Source: an optimization exercise on an open RTL-to-GDS flow (aim: small area). Production flows keep margins and buffers that such runs may drop. At most, simulation tests tie the RTL to the original design; equivalence was not proved. Power and IR drop assume default switching activity.

==> job 5785 <==
==> flow/design.v <==
module adder #
(
  parameter ADDER_BITS = 8
)
(
  input                         clock,
  input                         reset,
  input                         rd_fire,
  input                         rd_first,
  input        [ADDER_BITS-1:0] rd_data,
  output       [ADDER_BITS-1:0] c_data
);
  logic [ADDER_BITS-1:0] acc;
  always_ff @(posedge clock)
    if (reset)
      acc <= 'd0;
    else if (rd_fire)
      acc <= (rd_first ? '0 : acc) + rd_data;
  assign c_data = acc;
endmodule
module csr #
 (parameter HOST_ADDR_BITS = 8,
  parameter HOST_DATA_BITS = 32
)
(
  input                         clock,
  input                         reset,
  input                         host_req_valid,
  input                         host_req_opcode,
  input    [HOST_ADDR_BITS-1:0] host_req_addr,
  input    [HOST_DATA_BITS-1:0] host_req_value,
  output                        host_req_deq,
  output                        host_resp_valid,
  output logic [HOST_DATA_BITS-1:0] host_resp_bits,
  output                        launch,
  input                         finish,
  input    [HOST_DATA_BITS-1:0] cycles,
  output   [HOST_DATA_BITS-1:0] length,
  output   [HOST_DATA_BITS-1:0] a_addr,
  output   [HOST_DATA_BITS-1:0] b_addr,
  output   [HOST_DATA_BITS-1:0] c_addr
);
  localparam NUM_REG = 6;
  logic rsp;
  always_ff @(posedge clock)
    if (reset)
      rsp <= 1'b0;
    else
      rsp <= host_req_valid & ~host_req_opcode & ~rsp;
  assign host_req_deq = host_req_valid & ~rsp;
  logic [HOST_DATA_BITS-1:0] rf [NUM_REG-1:0];
  logic        [NUM_REG-1:0] sel;
  logic [HOST_DATA_BITS-1:0] wdata;
  assign wdata = reset ? '0 : host_req_value;
  genvar i;
  for (i = 0; i < NUM_REG; i++) begin : g_reg
    wire hit = host_req_valid & ~rsp & (host_req_addr == i*4);
    wire wen = hit & host_req_opcode;
    always_ff @(posedge clock)
      if (reset)
        sel[i] <= 1'b0;
      else
        sel[i] <= hit & ~host_req_opcode;
    if (i == 0) begin
      always_ff @(posedge clock)
        if (finish & ~reset)
          rf[i] <= 'd2;
        else if (reset | wen)
          rf[i] <= wdata;
    end else if (i == 1) begin
      always_ff @(posedge clock)
        if (finish & ~reset)
          rf[i] <= cycles;
        else if (reset | wen)
          rf[i] <= wdata;
    end else begin
      always_ff @(posedge clock)
        if (reset | wen)
          rf[i] <= wdata;
    end
  end
  always_comb begin
    host_resp_bits = '0;
    for (int k = 0; k < NUM_REG; k++)
      host_resp_bits = host_resp_bits | (rf[k] & {HOST_DATA_BITS{sel[k]}});
  end
  assign host_resp_valid = rsp;
  assign launch = rf[0][0];
  assign length = rf[2];
  assign a_addr = rf[3];
  assign b_addr = rf[4];
  assign c_addr = rf[5];
endmodule
module mmu #
(
  parameter MEM_LEN_BITS = 8,
  parameter MEM_ADDR_BITS = 32,
  parameter HOST_DATA_BITS = 32
)
(
  input                         clock,
  input                         reset,
  output                        mem_req_valid,
  output                        mem_req_opcode,
  output     [MEM_LEN_BITS-1:0] mem_req_len,
  output    [MEM_ADDR_BITS-1:0] mem_req_addr,
  output                        mem_wr_valid,
  input                         mem_rd_valid,
  output                        mem_rd_ready,
  input                         launch,
  output                        finish,
  output   [HOST_DATA_BITS-1:0] cycles,
  input    [HOST_DATA_BITS-1:0] length,
  input    [HOST_DATA_BITS-1:0] a_addr,
  input    [HOST_DATA_BITS-1:0] b_addr,
  input    [HOST_DATA_BITS-1:0] c_addr,
  output                        rd_fire,
  output                        rd_first
);
  typedef enum logic [2:0] {IDLE   = 3'b000,
                            REQ_A  = 3'b001,
                            DATA_A = 3'b010,
                            REQ_B  = 3'b011,
                            DATA_B = 3'b110,
                            REQ_C  = 3'b101,
                            DATA_C = 3'b111,
                            FIN    = 3'b100} state_t;
  state_t nstate, cstate;
  logic [HOST_DATA_BITS-1:0] cnt;
  logic [HOST_DATA_BITS-1:0] cnt_inc;
  logic [HOST_DATA_BITS-1:0] cyc;
  logic                      last;
  assign cnt_inc = cnt + 1'b1;
  assign last = cnt_inc == length;
  always_ff @(posedge clock)
    if (reset)
      cstate <= IDLE;
    else
      cstate <= nstate;
  always_comb begin
    nstate = cstate;
    case (cstate)
      IDLE:   if (launch) nstate = REQ_A;
      REQ_A:  nstate = DATA_A;
      DATA_A: if (mem_rd_valid) nstate = REQ_B;
      REQ_B:  nstate = DATA_B;
      DATA_B: if (mem_rd_valid) nstate = REQ_C;
      REQ_C:  nstate = DATA_C;
      DATA_C: if (last) nstate = FIN; else nstate = REQ_A;
      FIN:    nstate = IDLE;
      default: ;
    endcase
  end
  always_ff @(posedge clock)
    if (reset | cstate == IDLE)
      cnt <= '0;
    else if (cstate == DATA_C)
      cnt <= cnt_inc;
  always_ff @(posedge clock)
    if (reset | cstate == IDLE)
      cyc <= '1;
    else
      cyc <= cyc + 1'b1;
  assign cycles = cyc;
  assign finish = cstate == FIN;
  logic [HOST_DATA_BITS-1:0] base;
  assign base = (cstate == REQ_A) ? a_addr
              : (cstate == REQ_B) ? b_addr
              : c_addr;
  assign mem_req_valid = (cstate == REQ_A) | (cstate == REQ_B) | (cstate == REQ_C);
  assign mem_req_opcode = cstate == REQ_C;
  assign mem_req_len = 'd0;
  logic [HOST_DATA_BITS-1:0] ap, ag, gg, pp;
  always_comb begin
    ap = base ^ cnt;
    ag = base & cnt;
    gg = ag;
    pp = ap;
    for (int l = 0; l < $clog2(HOST_DATA_BITS); l++)
      for (int i = 0; i < HOST_DATA_BITS; i++)
        if ((i % (2 << l)) == (2 << l) - 1) begin
          gg[i] = gg[i] | (pp[i] & gg[i - (1 << l)]);
          pp[i] = pp[i] & pp[i - (1 << l)];
        end
    for (int l = $clog2(HOST_DATA_BITS) - 2; l >= 0; l--)
      for (int i = 0; i < HOST_DATA_BITS; i++)
        if (i >= (2 << l) && (i % (2 << l)) == (1 << l) - 1) begin
          gg[i] = gg[i] | (pp[i] & gg[i - (1 << l)]);
          pp[i] = pp[i] & pp[i - (1 << l)];
        end
  end
  assign mem_req_addr = ap ^ {gg[HOST_DATA_BITS-2:0], 1'b0};
  assign mem_rd_ready = (cstate == DATA_A) | (cstate == DATA_B);
  assign mem_wr_valid = cstate == DATA_C;
  assign rd_fire = mem_rd_ready & mem_rd_valid;
  assign rd_first = cstate == DATA_A;
endmodule
module accel #
( parameter HOST_ADDR_BITS = 8,
  parameter HOST_DATA_BITS = 32,
  parameter MEM_LEN_BITS = 8,
  parameter MEM_ADDR_BITS = 32,
  parameter MEM_DATA_BITS = 64
)
(
  input                         clock,
  input                         reset,
  input                         host_req_valid,
  input                         host_req_opcode,
  input    [HOST_ADDR_BITS-1:0] host_req_addr,
  input    [HOST_DATA_BITS-1:0] host_req_value,
  output                        host_req_deq,
  output                        host_resp_valid,
  output   [HOST_DATA_BITS-1:0] host_resp_bits,
  output                        mem_req_valid,
  output                        mem_req_opcode,
  output     [MEM_LEN_BITS-1:0] mem_req_len,
  output    [MEM_ADDR_BITS-1:0] mem_req_addr,
  output                        mem_wr_valid,
  output    [MEM_DATA_BITS-1:0] mem_wr_bits,
  input                         mem_rd_valid,
  input     [MEM_DATA_BITS-1:0] mem_rd_bits,
  output                        mem_rd_ready
);
  localparam ADDER_BITS = 8;
  logic                      launch;
  logic                      finish;
  logic [HOST_DATA_BITS-1:0] cycles;
  logic [HOST_DATA_BITS-1:0] length;
  logic [HOST_DATA_BITS-1:0] a_addr;
  logic [HOST_DATA_BITS-1:0] b_addr;
  logic [HOST_DATA_BITS-1:0] c_addr;
  logic                      rd_fire;
  logic                      rd_first;
  logic     [ADDER_BITS-1:0] c_data;
  csr #
  (
    .HOST_ADDR_BITS(HOST_ADDR_BITS),
    .HOST_DATA_BITS(HOST_DATA_BITS)
  )
  c
  (
    .clock           (clock),
    .reset           (reset),
    .host_req_valid  (host_req_valid),
    .host_req_opcode (host_req_opcode),
    .host_req_addr   (host_req_addr),
    .host_req_value  (host_req_value),
    .host_req_deq    (host_req_deq),
    .host_resp_valid (host_resp_valid),
    .host_resp_bits  (host_resp_bits),
    .launch          (launch),
    .finish          (finish),
    .cycles          (cycles),
    .length          (length),
    .a_addr          (a_addr),
    .b_addr          (b_addr),
    .c_addr          (c_addr)
  );
  adder #
  (
    .ADDER_BITS(ADDER_BITS)
  )
  a
  (
    .clock    (clock),
    .reset    (reset),
    .rd_fire  (rd_fire),
    .rd_first (rd_first),
    .rd_data  (mem_rd_bits[ADDER_BITS-1:0]),
    .c_data   (c_data)
  );
  mmu #
  (
    .MEM_LEN_BITS(MEM_LEN_BITS),
    .MEM_ADDR_BITS(MEM_ADDR_BITS),
    .HOST_DATA_BITS(HOST_DATA_BITS)
  )
  m
  (
    .clock          (clock),
    .reset          (reset),
    .mem_req_valid  (mem_req_valid),
    .mem_req_opcode (mem_req_opcode),
    .mem_req_len    (mem_req_len),
    .mem_req_addr   (mem_req_addr),
    .mem_wr_valid   (mem_wr_valid),
    .mem_rd_valid   (mem_rd_valid),
    .mem_rd_ready   (mem_rd_ready),
    .launch         (launch),
    .finish         (finish),
    .cycles         (cycles),
    .length         (length),
    .a_addr         (a_addr),
    .b_addr         (b_addr),
    .c_addr         (c_addr),
    .rd_fire        (rd_fire),
    .rd_first       (rd_first)
  );
  assign mem_wr_bits = {{(MEM_DATA_BITS-ADDER_BITS){1'b0}}, c_data};
endmodule
==> flow/run.sh <==
#!/bin/bash
# synth_recipe.tcl (not shown) runs the flow's synth.tcl, then flattens the netlist and writes it again
# the make line also repeats each setting of config.mk as NAME=value (left out here)
make -C /OpenROAD-flow-scripts/flow DESIGN_CONFIG=/design/flow/config.mk WORK_HOME=/design/flow/orfs CLKGATE_MAP_FILE= SYNTH_SCRIPT=/design/flow/synth_recipe.tcl finish
==> flow/config.mk <==
export PLATFORM = sky130hd
export DESIGN_NAME = accel
export DESIGN_NICKNAME = accel
export VERILOG_FILES = /design/flow/design.v
export SDC_FILE = /design/flow/constraint.sdc
export NUM_CORES = 4
export LEC_CHECK = 0
export CAP_MARGIN = 20
export CORE_MARGIN = 2
export CORE_UTILIZATION = 40
export SLEW_MARGIN = 20
==> flow/constraint.sdc <==
create_clock -name core_clock -period 5.0 [get_ports {clock}]
set_input_delay 1.0000 -clock core_clock [delete_from_list [all_inputs] [get_ports {clock}]]
set_output_delay 1.0000 -clock core_clock [all_outputs]
set_load 0.01 [all_outputs]
==> inputs of job 4225, as changes to job 5785 <==
--- a/flow/design.v
+++ b/flow/design.v
@@ -52,5 +52,6 @@
   logic        [NUM_REG-1:0] sel;
   logic [HOST_DATA_BITS-1:0] wdata;
-  assign wdata = reset ? '0 : host_req_value;
+  logic                      done;
+  assign wdata = reset ? '0 : finish ? cycles : host_req_value;
   genvar i;
   for (i = 0; i < NUM_REG; i++) begin : g_reg
@@ -62,17 +63,20 @@
       else
         sel[i] <= hit & ~host_req_opcode;
-    if (i == 0) begin
+    if (i == 0) begin : g_ctrl
       always_ff @(posedge clock)
-        if (finish & ~reset)
-          rf[i] <= 'd2;
-        else if (reset | wen)
+        if (reset)
+          done <= 1'b0;
+        else if (finish)
+          done <= 1'b1;
+        else if (wen)
+          done <= 1'b0;
+      always_ff @(posedge clock)
+        if (reset | wen)
           rf[i] <= wdata;
-    end else if (i == 1) begin
+    end else if (i == 1) begin : g_cycles
       always_ff @(posedge clock)
-        if (finish & ~reset)
-          rf[i] <= cycles;
-        else if (reset | wen)
+        if (reset | finish | wen)
           rf[i] <= wdata;
-    end else begin
+    end else begin : g_plain
       always_ff @(posedge clock)
         if (reset | wen)
@@ -80,11 +84,15 @@
     end
   end
+  logic sel0_val, sel0_done;
+  assign sel0_val = sel[0] & ~done;
+  assign sel0_done = sel[0] & done;
   always_comb begin
-    host_resp_bits = '0;
-    for (int k = 0; k < NUM_REG; k++)
+    host_resp_bits = (rf[0] & {HOST_DATA_BITS{sel0_val}})
+                   | {{(HOST_DATA_BITS-2){1'b0}}, sel0_done, 1'b0};
+    for (int k = 1; k < NUM_REG; k++)
       host_resp_bits = host_resp_bits | (rf[k] & {HOST_DATA_BITS{sel[k]}});
   end
   assign host_resp_valid = rsp;
-  assign launch = rf[0][0];
+  assign launch = rf[0][0] & ~done;
   assign length = rf[2];
   assign a_addr = rf[3];
@@ -128,9 +136,33 @@
   state_t nstate, cstate;
   logic [HOST_DATA_BITS-1:0] cnt;
-  logic [HOST_DATA_BITS-1:0] cnt_inc;
   logic [HOST_DATA_BITS-1:0] cyc;
-  logic                      last;
-  assign cnt_inc = cnt + 1'b1;
-  assign last = cnt_inc == length;
+  logic                      last_q;
+  logic                      op_a, op_b, op_c, op_l, op_ci;
+  logic [HOST_DATA_BITS-1:0] opnd;
+  logic [HOST_DATA_BITS-1:0] sum;
+  assign op_a = cstate == REQ_A;
+  assign op_b = cstate == REQ_B;
+  assign op_c = cstate == REQ_C;
+  assign op_l = (cstate == DATA_A) | (cstate == DATA_B);
+  assign op_ci = op_l | (cstate == DATA_C);
+  assign opnd = (a_addr & {HOST_DATA_BITS{op_a}})
+              | (b_addr & {HOST_DATA_BITS{op_b}})
+              | (c_addr & {HOST_DATA_BITS{op_c}})
+              | (~length & {HOST_DATA_BITS{op_l}});
+  assign sum = opnd + cnt + op_ci;
+  always_ff @(posedge clock)
+    if (op_l)
+      last_q <= &sum;
+  localparam H = HOST_DATA_BITS / 2;
+  logic                      cyc_wrap;
+  logic [HOST_DATA_BITS-1:0] cyc_cy, cyc_inc;
+  assign cyc_cy[0] = 1'b1;
+  assign cyc_cy[H] = cyc_wrap;
+  for (genvar i = 1; i < HOST_DATA_BITS; i++) begin : g_cy
+    if (i != H) begin : g_rc
+      assign cyc_cy[i] = cyc_cy[i-1] & cyc[i-1];
+    end
+  end
+  assign cyc_inc = cyc ^ cyc_cy;
   always_ff @(posedge clock)
     if (reset)
@@ -147,5 +179,5 @@
       DATA_B: if (mem_rd_valid) nstate = REQ_C;
       REQ_C:  nstate = DATA_C;
-      DATA_C: if (last) nstate = FIN; else nstate = REQ_A;
+      DATA_C: if (last_q) nstate = FIN; else nstate = REQ_A;
       FIN:    nstate = IDLE;
       default: ;
@@ -156,40 +188,20 @@
       cnt <= '0;
     else if (cstate == DATA_C)
-      cnt <= cnt_inc;
+      cnt <= sum;
   always_ff @(posedge clock)
-    if (reset | cstate == IDLE)
+    if (reset | cstate == IDLE) begin
       cyc <= '1;
-    else
-      cyc <= cyc + 1'b1;
+      cyc_wrap <= 1'b1;
+    end else begin
+      cyc <= cyc_inc;
+      cyc_wrap <= (&cyc[H-1:1]) & ~cyc[0];
+    end
   assign cycles = cyc;
   assign finish = cstate == FIN;
-  logic [HOST_DATA_BITS-1:0] base;
-  assign base = (cstate == REQ_A) ? a_addr
-              : (cstate == REQ_B) ? b_addr
-              : c_addr;
-  assign mem_req_valid = (cstate == REQ_A) | (cstate == REQ_B) | (cstate == REQ_C);
-  assign mem_req_opcode = cstate == REQ_C;
+  assign mem_req_valid = op_a | op_b | op_c;
+  assign mem_req_opcode = op_c;
   assign mem_req_len = 'd0;
-  logic [HOST_DATA_BITS-1:0] ap, ag, gg, pp;
-  always_comb begin
-    ap = base ^ cnt;
-    ag = base & cnt;
-    gg = ag;
-    pp = ap;
-    for (int l = 0; l < $clog2(HOST_DATA_BITS); l++)
-      for (int i = 0; i < HOST_DATA_BITS; i++)
-        if ((i % (2 << l)) == (2 << l) - 1) begin
-          gg[i] = gg[i] | (pp[i] & gg[i - (1 << l)]);
-          pp[i] = pp[i] & pp[i - (1 << l)];
-        end
-    for (int l = $clog2(HOST_DATA_BITS) - 2; l >= 0; l--)
-      for (int i = 0; i < HOST_DATA_BITS; i++)
-        if (i >= (2 << l) && (i % (2 << l)) == (1 << l) - 1) begin
-          gg[i] = gg[i] | (pp[i] & gg[i - (1 << l)]);
-          pp[i] = pp[i] & pp[i - (1 << l)];
-        end
-  end
-  assign mem_req_addr = ap ^ {gg[HOST_DATA_BITS-2:0], 1'b0};
-  assign mem_rd_ready = (cstate == DATA_A) | (cstate == DATA_B);
+  assign mem_req_addr = sum;
+  assign mem_rd_ready = op_l;
   assign mem_wr_valid = cstate == DATA_C;
   assign rd_fire = mem_rd_ready & mem_rd_valid;
==> flow/flow/run.sh (new file) <==
#!/bin/bash
set -euo pipefail
bash standard.sh BUFFER_PORTS_ARGS="-buffer_cell sky130_fd_sc_hd__buf_1" finish > standard.log 2>&1
==> flow/standard.sh (new file) <==
#!/bin/bash
# synth_recipe.tcl (not shown) runs the flow's synth.tcl, then flattens the netlist and writes it again
# the make line also repeats each setting of config.mk as NAME=value (left out here)
make -C /OpenROAD-flow-scripts/flow DESIGN_CONFIG=/design/flow/config.mk WORK_HOME=/design/flow/orfs CLKGATE_MAP_FILE= SYNTH_SCRIPT=/design/flow/synth_recipe.tcl "${@:-finish}"
--- a/flow/config.mk
+++ b/flow/config.mk
@@ -8,4 +8,6 @@
 export CAP_MARGIN = 20
 export CORE_MARGIN = 2
-export CORE_UTILIZATION = 40
+export CORE_UTILIZATION = 60
+export CTS_CLUSTER_DIAMETER = 100
+export CTS_CLUSTER_SIZE = 25
 export SLEW_MARGIN = 20
removed: flow/run.sh
==> inputs of job 3746, as changes to job 5785 <==
--- a/flow/design.v
+++ b/flow/design.v
@@ -52,5 +52,6 @@
   logic        [NUM_REG-1:0] sel;
   logic [HOST_DATA_BITS-1:0] wdata;
-  assign wdata = reset ? '0 : host_req_value;
+  logic                      done;
+  assign wdata = reset ? '0 : finish ? cycles : host_req_value;
   genvar i;
   for (i = 0; i < NUM_REG; i++) begin : g_reg
@@ -62,17 +63,20 @@
       else
         sel[i] <= hit & ~host_req_opcode;
-    if (i == 0) begin
-      always_ff @(posedge clock)
-        if (finish & ~reset)
-          rf[i] <= 'd2;
-        else if (reset | wen)
+    if (i == 0) begin : g_ctrl
+      always_ff @(posedge clock)
+        if (reset)
+          done <= 1'b0;
+        else if (finish)
+          done <= 1'b1;
+        else if (wen)
+          done <= 1'b0;
+      always_ff @(posedge clock)
+        if (reset | wen)
           rf[i] <= wdata;
-    end else if (i == 1) begin
-      always_ff @(posedge clock)
-        if (finish & ~reset)
-          rf[i] <= cycles;
-        else if (reset | wen)
+    end else if (i == 1) begin : g_cycles
+      always_ff @(posedge clock)
+        if (reset | finish | wen)
           rf[i] <= wdata;
-    end else begin
+    end else begin : g_plain
       always_ff @(posedge clock)
         if (reset | wen)
@@ -80,11 +84,15 @@
     end
   end
+  logic sel0_val, sel0_done;
+  assign sel0_val = sel[0] & ~done;
+  assign sel0_done = sel[0] & done;
   always_comb begin
-    host_resp_bits = '0;
-    for (int k = 0; k < NUM_REG; k++)
+    host_resp_bits = (rf[0] & {HOST_DATA_BITS{sel0_val}})
+                   | {{(HOST_DATA_BITS-2){1'b0}}, sel0_done, 1'b0};
+    for (int k = 1; k < NUM_REG; k++)
       host_resp_bits = host_resp_bits | (rf[k] & {HOST_DATA_BITS{sel[k]}});
   end
   assign host_resp_valid = rsp;
-  assign launch = rf[0][0];
+  assign launch = rf[0][0] & ~done;
   assign length = rf[2];
   assign a_addr = rf[3];
@@ -171,24 +179,5 @@
   assign mem_req_opcode = cstate == REQ_C;
   assign mem_req_len = 'd0;
-  logic [HOST_DATA_BITS-1:0] ap, ag, gg, pp;
-  always_comb begin
-    ap = base ^ cnt;
-    ag = base & cnt;
-    gg = ag;
-    pp = ap;
-    for (int l = 0; l < $clog2(HOST_DATA_BITS); l++)
-      for (int i = 0; i < HOST_DATA_BITS; i++)
-        if ((i % (2 << l)) == (2 << l) - 1) begin
-          gg[i] = gg[i] | (pp[i] & gg[i - (1 << l)]);
-          pp[i] = pp[i] & pp[i - (1 << l)];
-        end
-    for (int l = $clog2(HOST_DATA_BITS) - 2; l >= 0; l--)
-      for (int i = 0; i < HOST_DATA_BITS; i++)
-        if (i >= (2 << l) && (i % (2 << l)) == (1 << l) - 1) begin
-          gg[i] = gg[i] | (pp[i] & gg[i - (1 << l)]);
-          pp[i] = pp[i] & pp[i - (1 << l)];
-        end
-  end
-  assign mem_req_addr = ap ^ {gg[HOST_DATA_BITS-2:0], 1'b0};
+  assign mem_req_addr = base + cnt;
   assign mem_rd_ready = (cstate == DATA_A) | (cstate == DATA_B);
   assign mem_wr_valid = cstate == DATA_C;
==> flow/flow/run.sh (new file) <==
#!/bin/bash
set -euo pipefail
bash standard.sh BUFFER_PORTS_ARGS="-buffer_cell sky130_fd_sc_hd__buf_1" finish > standard.log 2>&1
==> flow/standard.sh (new file) <==
#!/bin/bash
# synth_recipe.tcl (not shown) runs the flow's synth.tcl, then flattens the netlist and writes it again
# the make line also repeats each setting of config.mk as NAME=value (left out here)
make -C /OpenROAD-flow-scripts/flow DESIGN_CONFIG=/design/flow/config.mk WORK_HOME=/design/flow/orfs CLKGATE_MAP_FILE= SYNTH_SCRIPT=/design/flow/synth_recipe.tcl "${@:-finish}"
--- a/flow/config.mk
+++ b/flow/config.mk
@@ -8,4 +8,6 @@
 export CAP_MARGIN = 20
 export CORE_MARGIN = 2
-export CORE_UTILIZATION = 40
+export CORE_UTILIZATION = 60
+export CTS_CLUSTER_DIAMETER = 100
+export CTS_CLUSTER_SIZE = 25
 export SLEW_MARGIN = 20
removed: flow/run.sh
==> inputs of job 5677, as changes to job 5785 <==
--- a/flow/design.v
+++ b/flow/design.v
@@ -171,24 +171,5 @@
   assign mem_req_opcode = cstate == REQ_C;
   assign mem_req_len = 'd0;
-  logic [HOST_DATA_BITS-1:0] ap, ag, gg, pp;
-  always_comb begin
-    ap = base ^ cnt;
-    ag = base & cnt;
-    gg = ag;
-    pp = ap;
-    for (int l = 0; l < $clog2(HOST_DATA_BITS); l++)
-      for (int i = 0; i < HOST_DATA_BITS; i++)
-        if ((i % (2 << l)) == (2 << l) - 1) begin
-          gg[i] = gg[i] | (pp[i] & gg[i - (1 << l)]);
-          pp[i] = pp[i] & pp[i - (1 << l)];
-        end
-    for (int l = $clog2(HOST_DATA_BITS) - 2; l >= 0; l--)
-      for (int i = 0; i < HOST_DATA_BITS; i++)
-        if (i >= (2 << l) && (i % (2 << l)) == (1 << l) - 1) begin
-          gg[i] = gg[i] | (pp[i] & gg[i - (1 << l)]);
-          pp[i] = pp[i] & pp[i - (1 << l)];
-        end
-  end
-  assign mem_req_addr = ap ^ {gg[HOST_DATA_BITS-2:0], 1'b0};
+  assign mem_req_addr = base + cnt;
   assign mem_rd_ready = (cstate == DATA_A) | (cstate == DATA_B);
   assign mem_wr_valid = cstate == DATA_C;
==> flow/flow/run.sh (new file) <==
#!/bin/bash
set -euo pipefail
bash standard.sh BUFFER_PORTS_ARGS="-buffer_cell sky130_fd_sc_hd__buf_1" finish > standard.log 2>&1
==> flow/standard.sh (new file) <==
#!/bin/bash
# synth_recipe.tcl (not shown) runs the flow's synth.tcl, then flattens the netlist and writes it again
# the make line also repeats each setting of config.mk as NAME=value (left out here)
make -C /OpenROAD-flow-scripts/flow DESIGN_CONFIG=/design/flow/config.mk WORK_HOME=/design/flow/orfs CLKGATE_MAP_FILE= SYNTH_SCRIPT=/design/flow/synth_recipe.tcl "${@:-finish}"
removed: flow/run.sh
==> qor summary <==
|  | job 5785 | job 5677 | job 3746 | job 4225 |
|---|---|---|---|---|
| Run status | finished with violations | finished clean | finished clean | finished clean |
| Violated checks | negative setup slack | - | - | - |
| Reg-to-reg startpoint | m.cnt[4]$_SDFFE_PP0P_ | m.cnt[0]$_SDFFE_PP0P_ | m.cnt[0]$_SDFFE_PP0P_ | m.cstate[2]$_SDFFE_PP0P_ |
| Layout buffering overhead excluding clock cells | 11.3% | 5.37% | 4.82% | 7.13% |
| Final number of setup-violating endpoints | 18 | 0 | 0 | 0 |
| Overall via count from detail_route | 12,000 | 12,200 | 10,700 | 9,912 |
| RR Endpoint | m.cstate[0]$_SDFFE_PP0P_ | m.cstate[2]$_SDFFE_PP0P_ | m.cstate[2]$_SDFFE_PP0P_ | m.last_q$_DFFE_PN_ |
| Fraction of final layout cells with drive strength greater than 1 | 11.9% | 9.00% | 5.13% | 11.9% |
| Areal power density over the cells | 290 mW/mm2 | 302 mW/mm2 | 301 mW/mm2 | 305 mW/mm2 |
| Share of the final layout cell area in sequential cells | 39.2% | 40.5% | 47.8% | 49.7% |
| Number of detailed-routing iterations run before antenna repair | 6 | 5 | 7 | 10 |
| Maximum number of pins on one net before global-route repair | 37 | 49 | 53 | 35 |
| Total wire length after detailed routing | 43.6 mm | 42.9 mm | 36.2 mm | 34.6 mm |
| DIE AREA | 0.0386 mm2 | 0.0397 mm2 | 0.0252 mm2 | 0.0235 mm2 |
| Reg power frac | 48.8% | 48.5% | 57.1% | 57.9% |
| Area Overhead vs Synth | 22.4% | 14.9% | 8.33% | 12.8% |
| Most common cell in the netlist | sky130_fd_sc_hd__nand2_1 | sky130_fd_sc_hd__nand2_1 | sky130_fd_sc_hd__edfxtp_1 | sky130_fd_sc_hd__edfxtp_1 |
| Sw power | 1.20 mW | 1.24 mW | 1.24 mW | 1.18 mW |
| Number of logic inverters in the finished layout | 37 | 24 | 27 | 25 |
For job 5785, job 4225 and job 3746, only the layout was checked, not whether the RTL still works.

[port drivers added, routing unchanged]
The results above use ideal ports. As a check the final layouts listed here were re-extracted and re-timed, cells and wires unchanged.
Step 1 (the two cells are an assumption about what drives the block):
set clk [get_ports {clock}]
set_driving_cell -lib_cell sky130_fd_sc_hd__clkbuf_16 $clk
set_driving_cell -lib_cell sky130_fd_sc_hd__buf_2 [delete_from_list [all_inputs] $clk]
Step 2 adds t to the input delays and takes it off the output delays; t is the mean of the earliest and latest rising clock arrival at the registers after step 1. Input paths then give back, and output paths get back, about the clock's delay inside the block.
Slacks: ideal / step 1 / step 2; pairs: ideal / step 1.
| run | t, ns | setup slack, ns | pins driven straight from the clock port |
|---|---|---|---|
| job 5785 | 0.595 | -0.602 / -0.655 / -0.060 | 1 |
| job 4225 | 0.542 | 0.075 / 0.027 / 0.553 | 1 |
| job 3746 | 0.528 | 0.163 / 0.116 / 0.644 | 1 |
| job 5677 | 0.597 | 0.193 / 0.141 / 0.738 | 1 |
